Background: an optimization exercise with open tools, aiming at small area. Do not read the settings as production practice. Only simulation tests tie the RTL to the original design; equivalence was not proved.

// uart_string_loopback
module uart_string_loopback (
    input  wire clk,
    input  wire rst_n,
    input  wire rx,
    output wire tx
);
reg [255:0] ring;
reg [2:0] bit_pos;
reg [4:0] write_rel;     
reg [4:0] read_rel;      
wire rx_bit, rx_bit_ok, rx_valid;
wire [2:0] rx_idx, tx_idx;
wire tx_busy;
wire slot_end = (bit_pos == 3'd7);
wire at_w = (write_rel == 5'd0);
wire at_r = (read_rel == 5'd0);
wire after_w = (write_rel == 5'd31);
reg buffer_nonempty;
reg buffer_full;
wire push    = rx_valid && !buffer_full;
wire trigger = !tx_busy && buffer_nonempty;
wire write_en = rx_bit_ok && at_w && (bit_pos == rx_idx);
wire read_en  = at_r && (bit_pos == tx_idx);
uart_rx uart_rx_inst (
    .clk(clk),
    .rst_n(rst_n),
    .rx(rx),
    .bit_out(rx_bit),
    .bit_idx(rx_idx),
    .bit_ok(rx_bit_ok),
    .valid(rx_valid)
);
uart_tx uart_tx_inst (
    .clk(clk),
    .rst_n(rst_n),
    .trigger(trigger),
    .bit_in(ring[7]),
    .bit_load(read_en),
    .bit_idx(tx_idx),
    .tx(tx),
    .busy(tx_busy)
);
always @(posedge clk)
    ring <= {ring[254:0], write_en ? rx_bit : ring[255]};
always @(posedge clk or negedge rst_n) begin
    if (!rst_n) begin
        bit_pos         <= 3'd0;
        write_rel       <= 5'd0;
        read_rel        <= 5'd0;
        buffer_nonempty <= 1'b0;
        buffer_full     <= 1'b0;
    end else begin
        bit_pos <= bit_pos + 3'd1;
        if (push && !slot_end)
            write_rel <= write_rel + 5'd1;
        else if (!push && slot_end)
            write_rel <= write_rel - 5'd1;
        if (trigger && !slot_end)
            read_rel <= read_rel + 5'd1;
        else if (!trigger && slot_end)
            read_rel <= read_rel - 5'd1;
        if (push)
            buffer_nonempty <= 1'b1;
        else if (at_w)
            buffer_nonempty <= !at_r;
        if (trigger)
            buffer_full <= 1'b0;
        else if (after_w)
            buffer_full <= at_r;
    end
end
endmodule
Size: about 470 cells after synthesis, ~4 I/O pins.
==> flow/config.mk <==
export PLATFORM = sky130hd
export DESIGN_NAME = uart_string_loopback
export DESIGN_NICKNAME = uart_string_loopback
export VERILOG_FILES = /design/flow/design.v
export SDC_FILE = /design/flow/constraint.sdc
export NUM_CORES = 4
export LEC_CHECK = 0
export CAP_MARGIN = 20
export CORE_MARGIN = 2
export CORE_UTILIZATION = 70
export SLEW_MARGIN = 20
==> flow/constraint.sdc <==
create_clock -name core_clock -period 20.0 [get_ports {clk}]
set_input_delay 4.0000 -clock core_clock [delete_from_list [all_inputs] [get_ports {clk}]]
set_output_delay 4.0000 -clock core_clock [all_outputs]
set_load 0.01 [all_outputs]
standard.sh (not shown) runs the stock make flow with config.mk's settings and CLKGATE_MAP_FILE= SYNTH_SCRIPT=/design/flow/synth_recipe.tcl, a recipe that flattens the netlist after the stock synthesis.
==> flow/flow/run.sh <==
#!/bin/bash
# The standard layout, with three changes:
# - after the standard synthesis, its combinational gates are re-mapped for
#   area (flow/resynth.ys); the flip-flops stay exactly as synthesised;
# - clock tree synthesis adds no dummy loads and uses clkbuf_4;
# - port buffers are buf_2.
set -euo pipefail
export CTS_ARGS="-sink_clustering_enable -repair_clock_nets -buf_list sky130_fd_sc_hd__clkbuf_8 -sink_clustering_size 20 -sink_clustering_max_diameter 45 -dont_use_dummy_load"
export BUFFER_PORTS_ARGS="-buffer_cell sky130_fd_sc_hd__buf_2"
R=orfs/results/$FLOW_PLATFORM/uart_string_loopback/base
LIB=$FLOW_HOME/platforms/sky130hd/lib/sky130_fd_sc_hd__tt_025C_1v80.lib

bash standard.sh synth > standard_synth.log 2>&1
cp $R/1_2_yosys.v standard_synth_netlist.v
sed -e "s#LIB_FILE#$LIB#g" -e "s#NETLIST_IN#standard_synth_netlist.v#" \
    -e "s#NETLIST_OUT#$R/1_2_yosys.v#" -e "s#TOP_NAME#$FLOW_TOP#" flow/resynth.ys > resynth.ys
yosys -s resynth.ys > resynth.log 2>&1
rm -f $R/1_synth.odb $R/1_synth.sdc
bash standard.sh synth > standard_synth_odb.log 2>&1
bash standard.sh > standard.log 2>&1
==> flow/flow/area.abc <==
strash; dch -f; amap; strash; dch -f; amap
==> flow/flow/resynth.ys <==
# Re-map the combinational logic of the standard synthesis for area.
# Every flip-flop instance is kept as it is (a black box here), with its name
# and cell type; only the gates between them are rebuilt.
read_liberty -ignore_miss_func LIB_FILE
blackbox =sky130_fd_sc_hd__df* =sky130_fd_sc_hd__edf* =sky130_fd_sc_hd__sdf* =sky130_fd_sc_hd__sedf* =sky130_fd_sc_hd__dl*
read_verilog NETLIST_IN
hierarchy -top TOP_NAME
stat -liberty LIB_FILE
flatten
opt -purge
abc -liberty LIB_FILE -dont_use *lpflow* -dont_use *probe* -script flow/area.abc
opt_clean -purge
hilomap -singleton -hicell sky130_fd_sc_hd__conb_1 HI -locell sky130_fd_sc_hd__conb_1 LO
insbuf -buf sky130_fd_sc_hd__buf_4 A X
splitnets
opt_clean -purge
stat -liberty LIB_FILE
write_verilog -noattr -noexpr -nohex -nodec NETLIST_OUT
The starting point ran to the end with no violations.
Next try:
--- a/flow/config.mk
+++ b/flow/config.mk
@@ -9,3 +9,4 @@
 export CORE_MARGIN = 2
-export CORE_UTILIZATION = 70
+export CORE_UTILIZATION = 85
+export PLACE_DENSITY = 0.9
 export SLEW_MARGIN = 20
Now the flow did not get past detailed placement (3_5_place_dp).
Area after synthesis stays the same.
Synthesized cell count is unchanged.
Next try:
--- a/flow/flow/run.sh
+++ b/flow/flow/run.sh
@@ -7,3 +7,3 @@
 set -euo pipefail
-export CTS_ARGS="-sink_clustering_enable -repair_clock_nets -buf_list sky130_fd_sc_hd__clkbuf_8 -sink_clustering_size 20 -sink_clustering_max_diameter 45 -dont_use_dummy_load"
+export CTS_ARGS="-sink_clustering_enable -repair_clock_nets -buf_list sky130_fd_sc_hd__clkbuf_4 -sink_clustering_size 12 -sink_clustering_max_diameter 40 -dont_use_dummy_load"
 export BUFFER_PORTS_ARGS="-buffer_cell sky130_fd_sc_hd__buf_2"
--- a/flow/config.mk
+++ b/flow/config.mk
@@ -9,4 +9,3 @@
 export CORE_MARGIN = 2
-export CORE_UTILIZATION = 85
-export PLACE_DENSITY = 0.9
+export CORE_UTILIZATION = 70
 export SLEW_MARGIN = 20
=> The changed run finished clean. Synthesized cell count does not change. Synthesized area is unchanged.

## separate check: timing with driven ports
No port has a modelled driver above. Below, the same layouts with a new extraction and two added sets of constraints. Step 1 sets driving cells, clkbuf_16 on the clock port and buf_2 on the other inputs (assumed; they add their load-dependent delay and slew). Step 2 moves the port delays by t, midway between the first and last clock arrival at a register: inputs arrive t later, outputs are due t later. That takes back most of the time a late clock gives input paths. Three values: ideal ports, drivers, drivers and shift; two values: the first two.
run	shift t [ns]	slack for setup (ns)	slew at the worst register clock pin (ns)
the first run	0.515	14.866 / 14.828 / 15.343	0.11 / 0.11
the third run	0.621	14.771 / 14.743 / 15.363	0.12 / 0.12
After both steps setup and hold are still met in every run listed.
